What follows belongs to an exercise in optimizing a design on an open flow for small area; a production flow would make more cautious choices.
RTL that was checked went through simulation tests only; none was proved equivalent to the original.
The clock port is modelled as an ideal driver, which makes a skipped or thinned clock tree look cheaper than it is; a real chip needs a root buffer or a tree.
Power figures rest on the tool's default switching activity, not on a simulated workload.

== job 1155 ==
## kitchenTimer
module kitchenTimer (
	input		M_INPUT,
	input		S_INPUT,
	input		START,
	input		STOP,
	input		UP_DOWN,
	input		CLK,
	input		RES,
	output		DIG_1,
	output		DIG_2,
	output		DIG_3,
	output		DIG_4,
	output	[6:0]	LIGHT_SEG,
	output		DP,
	output		ARM
);
export LEC_CHECK = 0
export CAP_MARGIN = 20
export CORE_MARGIN = 2
export CORE_UTILIZATION = 70
export SLEW_MARGIN = 20
create_clock -name core_clock -period 10.0 [get_ports {CLK}]
standard.sh (not shown) runs the stock make flow with config.mk's settings and CLKGATE_MAP_FILE= SYNTH_SCRIPT=/design/flow/synth_recipe.tcl, a recipe that flattens the netlist after the stock synthesis.
==> flow/flow/run.sh <==
#!/bin/bash
# Standard synthesis, then an area-oriented re-mapping of its combinational
# logic (registers untouched), then the standard layout steps with smaller
# port buffers and clock tree settings.
set -euo pipefail
W=$(pwd)
RES=$W/orfs/results/sky130hd/kitchenTimer/base
bash standard.sh synth > $W/log_1_standard_synth.txt 2>&1
cp $RES/1_2_yosys.v $W/std_synth.v
yosys -c $W/flow/remap.tcl > $W/log_2_remap.txt 2>&1
cp $W/remapped.v $RES/1_2_yosys.v
bash standard.sh \
  "BUFFER_PORTS_ARGS=-buffer_cell sky130_fd_sc_hd__buf_1" \
  "CTS_ARGS=-sink_clustering_enable -repair_clock_nets -dont_use_dummy_load -buf_list {sky130_fd_sc_hd__clkbuf_4 sky130_fd_sc_hd__clkbuf_8}" \
  finish > $W/log_3_layout.txt 2>&1
==> flow/flow/remap.tcl <==
# Re-map the standard synthesis's combinational logic for area.  Flip-flops and
# tie cells are kept as they are (same instances, names and cell types).
yosys -import
set lib $::env(FLOW_HOME)/platforms/sky130hd/lib/sky130_fd_sc_hd__tt_025C_1v80.lib
set dont_use {sky130_fd_sc_hd__probe_p_8 sky130_fd_sc_hd__probec_p_8 sky130_fd_sc_hd__lpflow_bleeder_1 sky130_fd_sc_hd__lpflow_clkbufkapwr_1 sky130_fd_sc_hd__lpflow_clkbufkapwr_16 sky130_fd_sc_hd__lpflow_clkbufkapwr_2 sky130_fd_sc_hd__lpflow_clkbufkapwr_4 sky130_fd_sc_hd__lpflow_clkbufkapwr_8 sky130_fd_sc_hd__lpflow_clkinvkapwr_1 sky130_fd_sc_hd__lpflow_clkinvkapwr_16 sky130_fd_sc_hd__lpflow_clkinvkapwr_2 sky130_fd_sc_hd__lpflow_clkinvkapwr_4 sky130_fd_sc_hd__lpflow_clkinvkapwr_8 sky130_fd_sc_hd__lpflow_decapkapwr_12 sky130_fd_sc_hd__lpflow_decapkapwr_3 sky130_fd_sc_hd__lpflow_decapkapwr_4 sky130_fd_sc_hd__lpflow_decapkapwr_6 sky130_fd_sc_hd__lpflow_decapkapwr_8 sky130_fd_sc_hd__lpflow_inputiso0n_1 sky130_fd_sc_hd__lpflow_inputiso0p_1 sky130_fd_sc_hd__lpflow_inputiso1n_1 sky130_fd_sc_hd__lpflow_inputiso1p_1 sky130_fd_sc_hd__lpflow_inputisolatch_1 sky130_fd_sc_hd__lpflow_isobufsrc_1 sky130_fd_sc_hd__lpflow_isobufsrc_16 sky130_fd_sc_hd__lpflow_isobufsrc_2 sky130_fd_sc_hd__lpflow_isobufsrc_4 sky130_fd_sc_hd__lpflow_isobufsrc_8 sky130_fd_sc_hd__lpflow_isobufsrckapwr_16 sky130_fd_sc_hd__lpflow_lsbuf_lh_hl_isowell_tap_1 sky130_fd_sc_hd__lpflow_lsbuf_lh_hl_isowell_tap_2 sky130_fd_sc_hd__lpflow_lsbuf_lh_hl_isowell_tap_4 sky130_fd_sc_hd__lpflow_lsbuf_lh_isowell_4 sky130_fd_sc_hd__lpflow_lsbuf_lh_isowell_tap_1 sky130_fd_sc_hd__lpflow_lsbuf_lh_isowell_tap_2 sky130_fd_sc_hd__lpflow_lsbuf_lh_isowell_tap_4}
set du_args {}
foreach c $dont_use { lappend du_args -dont_use $c }
read_liberty -ignore_miss_func $lib
read_verilog std_synth.v
hierarchy -top $::env(FLOW_TOP)
blackbox sky130_fd_sc_hd__df* sky130_fd_sc_hd__conb_1
flatten
yosys rename -hide w:*.*
opt_clean -purge
opt_clean
abc -liberty $lib {*}$du_args -script flow/area.abc
opt_clean -purge
splitnets
opt_clean -purge
select $::env(FLOW_TOP)
write_verilog -noattr -nohex -nodec -selected remapped.v
Other scripts of this flow, unchanged in this note and not shown: flow/flow/area.abc
Job 1155 did not finish; the tool stopped in netlist read-in after synthesis (1_synth) with error STA-0171.
### job 1155 -> job 8034
==> flow/flow/run.sh <==
#!/bin/bash
# Standard synthesis, then an area-oriented re-mapping of its combinational
# logic (registers untouched), then the standard layout steps with smaller
# port buffers and clock tree settings.
set -euo pipefail
W=$(pwd)
RES=$W/orfs/results/sky130hd/kitchenTimer/base
bash standard.sh synth > $W/log_1_standard_synth.txt 2>&1
cp $RES/1_2_yosys.v $W/std_synth.v
yosys -c $W/flow/remap.tcl > $W/log_2_remap.txt 2>&1
if grep -qE "^\s*(reg|always)\b" $W/remapped.v; then echo "remapped netlist is not structural" >&2; exit 1; fi
cp $W/remapped.v $RES/1_2_yosys.v
bash standard.sh \
  "BUFFER_PORTS_ARGS=-buffer_cell sky130_fd_sc_hd__buf_1" \
  "CTS_ARGS=-sink_clustering_enable -repair_clock_nets -dont_use_dummy_load" \
  finish > $W/log_3_layout.txt 2>&1
-- flow/flow/remap.tcl --
<<< job 1155, line 10
hierarchy -top $::env(FLOW_TOP)
blackbox sky130_fd_sc_hd__df* sky130_fd_sc_hd__conb_1
flatten
>>> job 8034, line 10
hierarchy -top $::env(FLOW_TOP)
blackbox sky130_fd_sc_hd__*df* sky130_fd_sc_hd__*dl* sky130_fd_sc_hd__conb_1
flatten
[summary]
Job 8034 ran to completion and came out clean on the timing, DRC and antenna checks. Tool error STA-0171 stopped job 1155 during netlist read-in after synthesis (1_synth); no final results.
## Diff of input files: job 4985 against job 8034
-- flow/flow/run.sh --
<<< job 8034, line 10
yosys -c $W/flow/remap.tcl > $W/log_2_remap.txt 2>&1
if grep -qE "^\s*(reg|always)\b" $W/remapped.v; then echo "remapped netlist is not structural" >&2; exit 1; fi
cp $W/remapped.v $RES/1_2_yosys.v
>>> job 4985, line 10
yosys -c $W/flow/remap.tcl > $W/log_2_remap.txt 2>&1
cp $W/remapped.v $RES/1_2_yosys.v
-- flow/flow/remap.tcl --
<<< job 8034, line 10
hierarchy -top $::env(FLOW_TOP)
blackbox sky130_fd_sc_hd__*df* sky130_fd_sc_hd__*dl* sky130_fd_sc_hd__conb_1
flatten
>>> job 4985, line 10
hierarchy -top $::env(FLOW_TOP)
blackbox sky130_fd_sc_hd__df* sky130_fd_sc_hd__conb_1
flatten
Results
No final results exist for job 4985, since it was stopped by error STA-0171 during netlist read-in after synthesis (1_synth).
No functional check of the RTL was part of any run of this note.

---

kitchenTimer, a different RTL version from the one above (not shown whole).
Size in the first run: roughly 360 cells after synthesis, roughly 20 I/O pins, about 3400 um2 of cells after synthesis.
==> flow/design.v (excerpt) <==
module kitchenTimer (
	input		M_INPUT,
	input		S_INPUT,
	input		START,
	input		STOP,
	input		UP_DOWN,
	input		CLK,
	input		RES,
	output		DIG_1,
	output		DIG_2,
	output		DIG_3,
	output		DIG_4,
	output	[6:0]	LIGHT_SEG,
	output		DP,
	output		ARM
);
reg	[16:0]	hs;
wire		half = (hs & 17'h1DCD5) == 17'h1DCD5;	 
wire		dbp  = (hs[12:0] == 13'h1000);
reg	[17:0]	cnt;
reg	rm, rs, rt, rp;
reg	dm, ds, dt, dp;
always @(posedge CLK or posedge RES) begin
	if (RES) begin
		rm <= 1'b0; rs <= 1'b0; rt <= 1'b0; rp <= 1'b0;
	end else if (dbp) begin
		rm <= M_INPUT;
		rs <= S_INPUT;
		rt <= START;
		rp <= ~(STOP & ~START);
	end
end
always @(posedge CLK) begin
	if (dbp) begin
		dm <= rm;
		ds <= rs;
		dt <= rt;
		dp <= rp;
	end
end
wire	lud = cnt[0];	 
wire	ps  = cnt[1];	 
wire	pm  = cnt[2];	 
wire	pd  = cnt[3];	 
wire	ru  = cnt[4];	 
wire	du  = cnt[5];
wire	deb_m     = rm & ~dm & dbp;
wire	deb_s     = rs & ~ds & dbp;
wire	deb_start = rt & ~dt & dbp;
wire	deb_ud    = ru & ~du & dbp;
wire	deb_stop  = rp & ~dp & dbp & ~deb_start;
always @(posedge CLK or posedge RES) begin
	if (RES)
		hs <= 17'd0;
	else if (deb_s | deb_m | half)
		hs <= 17'd0;
	else
		hs <= hs + 17'd1;
end
reg	ls, lt;
always @(posedge CLK or posedge RES) begin
	if (RES) begin
		ls <= 1'b0;
		lt <= 1'b0;
	end else if (deb_start | deb_stop) begin
		ls <= deb_start;
		lt <= deb_stop;
	end
end
wire	setm = ~ls & ~lt;
reg	[3:0]	sl;
reg	[2:0]	sh;
reg	[3:0]	ml;
reg	[3:0]	mh;
wire	sl_z = ~|sl;
wire	sh_z = ~|sh;
wire	ml_z = ~|ml;
wire	mh_z = ~|mh;
wire	all_z = sl_z & sh_z & ml_z & mh_z;
wire	osp  = (cnt & 18'h3B9AC) == 18'h3B9AC;	 
wire	cd   = osp & ls & ~all_z;
  ...
Settings: LEC_CHECK=0, CAP_MARGIN=20, CORE_MARGIN=2, CORE_UTILIZATION=80, SLEW_MARGIN=20; clock period 10.0 ns.
==> flow/flow/run.sh <==
#!/bin/bash
# Standard synthesis, then an area-oriented re-mapping of its combinational
# logic (registers untouched), then the standard layout steps with smaller
# port buffers and a smaller clock tree (flow/clock_tree.tcl).
set -euo pipefail
W=$(pwd)
RES=$W/orfs/results/sky130hd/kitchenTimer/base
bash standard.sh synth > $W/log_1_standard_synth.txt 2>&1
cp $RES/1_2_yosys.v $W/std_synth.v
# one re-mapping per ABC script, four at a time; the smallest is kept
for s in $W/flow/area*.abc; do
  k=$(basename $s .abc)
  REMAP_SCRIPT=$s REMAP_OUT=$W/remapped_$k.v yosys -c $W/flow/remap.tcl > $W/log_2_remap_$k.txt 2>&1 &
  while [ $(jobs -r | wc -l) -ge 4 ]; do sleep 1; done
done
wait
best=""; best_area=""
for s in $W/flow/area*.abc; do
  k=$(basename $s .abc)
  a=$(sed -n 's/^REMAP .* area \([0-9.]*\)$/\1/p' $W/log_2_remap_$k.txt | tail -1)
  [ -n "$a" ] && [ -s $W/remapped_$k.v ] || continue
  if grep -qE "^\s*(reg|always)\b" $W/remapped_$k.v; then continue; fi
  if [ -z "$best" ] || awk "BEGIN{exit !($a < $best_area)}"; then best=$k; best_area=$a; fi
done
[ -n "$best" ] || { echo "no re-mapping succeeded" >&2; exit 1; }
echo "re-mapping kept: $best, area $best_area" | tee $W/log_2_remap_choice.txt
cp $W/remapped_$best.v $RES/1_2_yosys.v
bash standard.sh \
  "BUFFER_PORTS_ARGS=-buffer_cell sky130_fd_sc_hd__buf_1" \
  "CTS_ARGS=-sink_clustering_enable -repair_clock_nets -dont_use_dummy_load" \
  "POST_CTS_TCL=$W/flow/clock_tree.tcl" \
  finish > $W/log_3_layout.txt 2>&1
==> flow/flow/clock_tree.tcl <==
# Replace the clock tree that CTS built with a small one: the clock port drives
# nbuf clock buffers (bufcell), each feeding the flip-flop clock pins nearest to it.
# Sourced as POST_CTS_TCL, after CTS and before the step writes its results.
set nbuf [expr {[info exists ::env(CLK_NBUF)] ? $::env(CLK_NBUF) : 3}]
set bufcell [expr {[info exists ::env(CLK_BUF)] ? $::env(CLK_BUF) : "sky130_fd_sc_hd__clkbuf_16"}]
set block [ord::get_db_block]
set db [ord::get_db]
set clk [$block findNet CLK]
# the flip-flop clock pins
set ffpins {}
foreach inst [$block getInsts] {
  set m [$inst getMaster]
  if {[$m isSequential]} {
    foreach it [$inst getITerms] {
      if {[[$it getMTerm] getSigType] eq "CLOCK" || [[$it getMTerm] getName] eq "CLK"} { lappend ffpins $it }
    }
  }
}
puts "clock_tree: [llength $ffpins] flip-flop clock pins"
# remove what CTS inserted between the port and the pins
set old {}
foreach it $ffpins {
  set net [$it getNet]
  if {$net ne "NULL" && [$net getName] ne "CLK"} { dict set old [$net getName] $net }
}
set removed 0
proc drv_of {net} {
  foreach it [$net getITerms] { if {[$it isOutputSignal]} { return [$it getInst] } }
  return ""
}
# walk up from the leaf nets to the port, deleting buffers and nets
set todo [dict values $old]
set seen {}
while {[llength $todo]} {
  set net [lindex $todo 0]; set todo [lrange $todo 1 end]
  if {[lsearch -exact $seen [$net getName]] >= 0} continue
  lappend seen [$net getName]
  set d [drv_of $net]
  if {$d ne ""} {
    foreach it [$d getITerms] {
      if {[$it isInputSignal] && [$it getNet] ne "NULL"} {
        set in [$it getNet]
        if {[$in getName] ne "CLK"} { lappend todo $in }
      }
    }
  }
}
foreach it $ffpins { $it disconnect }
foreach name $seen {
  set net [$block findNet $name]
  set d [drv_of $net]
  if {$d ne ""} { odb::dbInst_destroy $d; incr removed }
}
foreach name $seen {
  set net [$block findNet $name]
  if {$net ne "NULL"} { odb::dbNet_destroy $net }
}
# dummy loads or other cells left on CLK besides nothing: report them
puts "clock_tree: removed $removed buffers; CLK now has [llength [$clk getITerms]] cell pins"
# group the pins by position (k-means on x, y) into nbuf groups
set pts {}
foreach it $ffpins {
  set bb [[$it getInst] getBBox]
  lappend pts [list [expr {([$bb xMin] + [$bb xMax]) / 2}] [expr {([$bb yMin] + [$bb yMax]) / 2}] $it]
}
set cents {}
set sorted [lsort -integer -index 0 $pts]
for {set k 0} {$k < $nbuf} {incr k} {
  set p [lindex $sorted [expr {int(($k + 0.5) * [llength $sorted] / $nbuf)}]]
  lappend cents [list [lindex $p 0] [lindex $p 1]]
}
for {set iter 0} {$iter < 20} {incr iter} {
  set groups {}
  for {set k 0} {$k < $nbuf} {incr k} { lappend groups {} }
  foreach p $pts {
    set best 0; set bd 1e18
    for {set k 0} {$k < $nbuf} {incr k} {
      set c [lindex $cents $k]
      set d [expr {abs([lindex $p 0] - [lindex $c 0]) + abs([lindex $p 1] - [lindex $c 1])}]
      if {$d < $bd} { set bd $d; set best $k }
    }
    lset groups $best [concat [lindex $groups $best] [list $p]]
  }
  set cents {}
  foreach g $groups {
    set sx 0; set sy 0
    foreach p $g { set sx [expr {$sx + [lindex $p 0]}]; set sy [expr {$sy + [lindex $p 1]}] }
    set n [expr {max(1, [llength $g])}]
    lappend cents [list [expr {$sx / $n}] [expr {$sy / $n}]]
  }
}
set master [$db findMaster $bufcell]
for {set k 0} {$k < $nbuf} {incr k} {
  set buf [odb::dbInst_create $block $master "clkroot_$k"]
  set net [odb::dbNet_create $block "clkroot_net_$k"]
  $net setSigType CLOCK
  [$buf findITerm A] connect $clk
  [$buf findITerm X] connect $net
  foreach p [lindex $groups $k] { [lindex $p 2] connect $net }
  set c [lindex $cents $k]
  $buf setLocation [lindex $c 0] [lindex $c 1]
  $buf setPlacementStatus PLACED
  puts "clock_tree: clkroot_$k ($bufcell) drives [llength [lindex $groups $k]] pins"
}
global_connect
detailed_placement
check_placement -verbose
estimate_parasitics -placement
set mx 0
foreach pin [all_registers -clock_pins -edge_triggered] {
  foreach edge {rise fall} { foreach an {min max} {
    set s [sta::time_sta_ui [get_property $pin slew_${an}_$edge]]
    if {$s > $mx} {set mx $s}
  } }
}
puts "clock_tree: largest flip-flop clock pin slew (placement estimate) $mx"
Other scripts of this flow, unchanged in this note and not shown: flow/flow/area0.abc, flow/flow/area1.abc, flow/flow/area2.abc, flow/flow/area3.abc, flow/flow/area4.abc, flow/flow/area5.abc, flow/flow/area6.abc, flow/flow/remap.tcl
The starting point finished clean.
Edit:
--- a/flow/flow/clock_tree.tcl
+++ b/flow/flow/clock_tree.tcl
@@ -1,6 +1,8 @@
 # Replace the clock tree that CTS built with a small one: the clock port drives
-# nbuf clock buffers (bufcell), each feeding the flip-flop clock pins nearest to it.
+# clock buffers (bufcells), each feeding its share (weights) of the flip-flop
+# clock pins, those nearest to it.
 # Sourced as POST_CTS_TCL, after CTS and before the step writes its results.
-set nbuf [expr {[info exists ::env(CLK_NBUF)] ? $::env(CLK_NBUF) : 3}]
-set bufcell [expr {[info exists ::env(CLK_BUF)] ? $::env(CLK_BUF) : "sky130_fd_sc_hd__clkbuf_16"}]
+set bufcells [expr {[info exists ::env(CLK_BUFS)] ? $::env(CLK_BUFS) : "sky130_fd_sc_hd__clkbuf_16 sky130_fd_sc_hd__clkbuf_16 sky130_fd_sc_hd__clkbuf_8"}]
+set weights [expr {[info exists ::env(CLK_WEIGHTS)] ? $::env(CLK_WEIGHTS) : "3 3 2"}]
+set nbuf [llength $bufcells]
 set block [ord::get_db_block]
@@ -71,13 +73,36 @@
 }
+# capacity of each group: its share of the pins by weight
+set wsum 0
+foreach w $weights { set wsum [expr {$wsum + $w}] }
+set caps {}
+foreach w $weights { lappend caps [expr {int(ceil(double($w) * [llength $pts] / $wsum))}] }
 for {set iter 0} {$iter < 20} {incr iter} {
+  # greedy assignment of (pin, group) pairs by distance, within capacities
+  set pairs {}
+  set i 0
+  foreach p $pts {
+    for {set k 0} {$k < $nbuf} {incr k} {
+      set c [lindex $cents $k]
+      lappend pairs [list [expr {abs([lindex $p 0] - [lindex $c 0]) + abs([lindex $p 1] - [lindex $c 1])}] $i $k]
+    }
+    incr i
+  }
+  set pairs [lsort -integer -index 0 $pairs]
+  set used {}
+  for {set k 0} {$k < $nbuf} {incr k} { lappend used 0 }
+  set assigned [lrepeat [llength $pts] -1]
+  foreach pr $pairs {
+    lassign $pr d i k
+    if {[lindex $assigned $i] >= 0} continue
+    if {[lindex $used $k] >= [lindex $caps $k]} continue
+    lset assigned $i $k
+    lset used $k [expr {[lindex $used $k] + 1}]
+  }
   set groups {}
   for {set k 0} {$k < $nbuf} {incr k} { lappend groups {} }
+  set i 0
   foreach p $pts {
-    set best 0; set bd 1e18
-    for {set k 0} {$k < $nbuf} {incr k} {
-      set c [lindex $cents $k]
-      set d [expr {abs([lindex $p 0] - [lindex $c 0]) + abs([lindex $p 1] - [lindex $c 1])}]
-      if {$d < $bd} { set bd $d; set best $k }
-    }
-    lset groups $best [concat [lindex $groups $best] [list $p]]
+    set k [lindex $assigned $i]
+    lset groups $k [concat [lindex $groups $k] [list $p]]
+    incr i
   }
@@ -91,4 +116,5 @@
 }
-set master [$db findMaster $bufcell]
 for {set k 0} {$k < $nbuf} {incr k} {
+  set bufcell [lindex $bufcells $k]
+  set master [$db findMaster $bufcell]
   set buf [odb::dbInst_create $block $master "clkroot_$k"]
Total power is lower by 1.5%.
Wire length is higher by 4.2%.
Cell area is lower by 0.31%.
Combinational power barely changes.
Via count is higher by 2.8%.
Synthesized area is unchanged.
Clock power is lower by about 6%.
Maximum frequency is lower by 0.71%.
Cell count does not change.
In every run of this note, the design's own scripts or RTL, not TritonCTS, make the clock network.

-- separate check: timing with driven ports --
The results above use ideal ports. As a check the final layouts listed here were re-extracted and re-timed, cells and wires unchanged.
Step 1 sets driving cells, clkbuf_16 on the clock port and buf_2 on the other inputs (assumed; they add their load-dependent delay and slew).
Step 2 adds t to the input delays and takes it off the output delays; t is the mean of the earliest and latest rising clock arrival at the registers after step 1. Input paths then give back, and output paths get back, about the clock's delay inside the block.
Three values: no drivers, after step 1, after step 2; two values: the first two.
| run | t (ns) | slack for setup (ns) | clock arrival spread, ns |
|---|---|---|---|
| job 8034 | 0.379 | 6.193 / 6.165 / 6.544 | 0.020 / 0.019 |
| the first run of note 2 | 0.216 | 6.393 / 6.330 / 6.546 | 0.016 / 0.015 |
| the second run of note 2 | 0.223 | 6.367 / 6.306 / 6.529 | 0.016 / 0.016 |
After both steps every run listed still meets setup and hold.
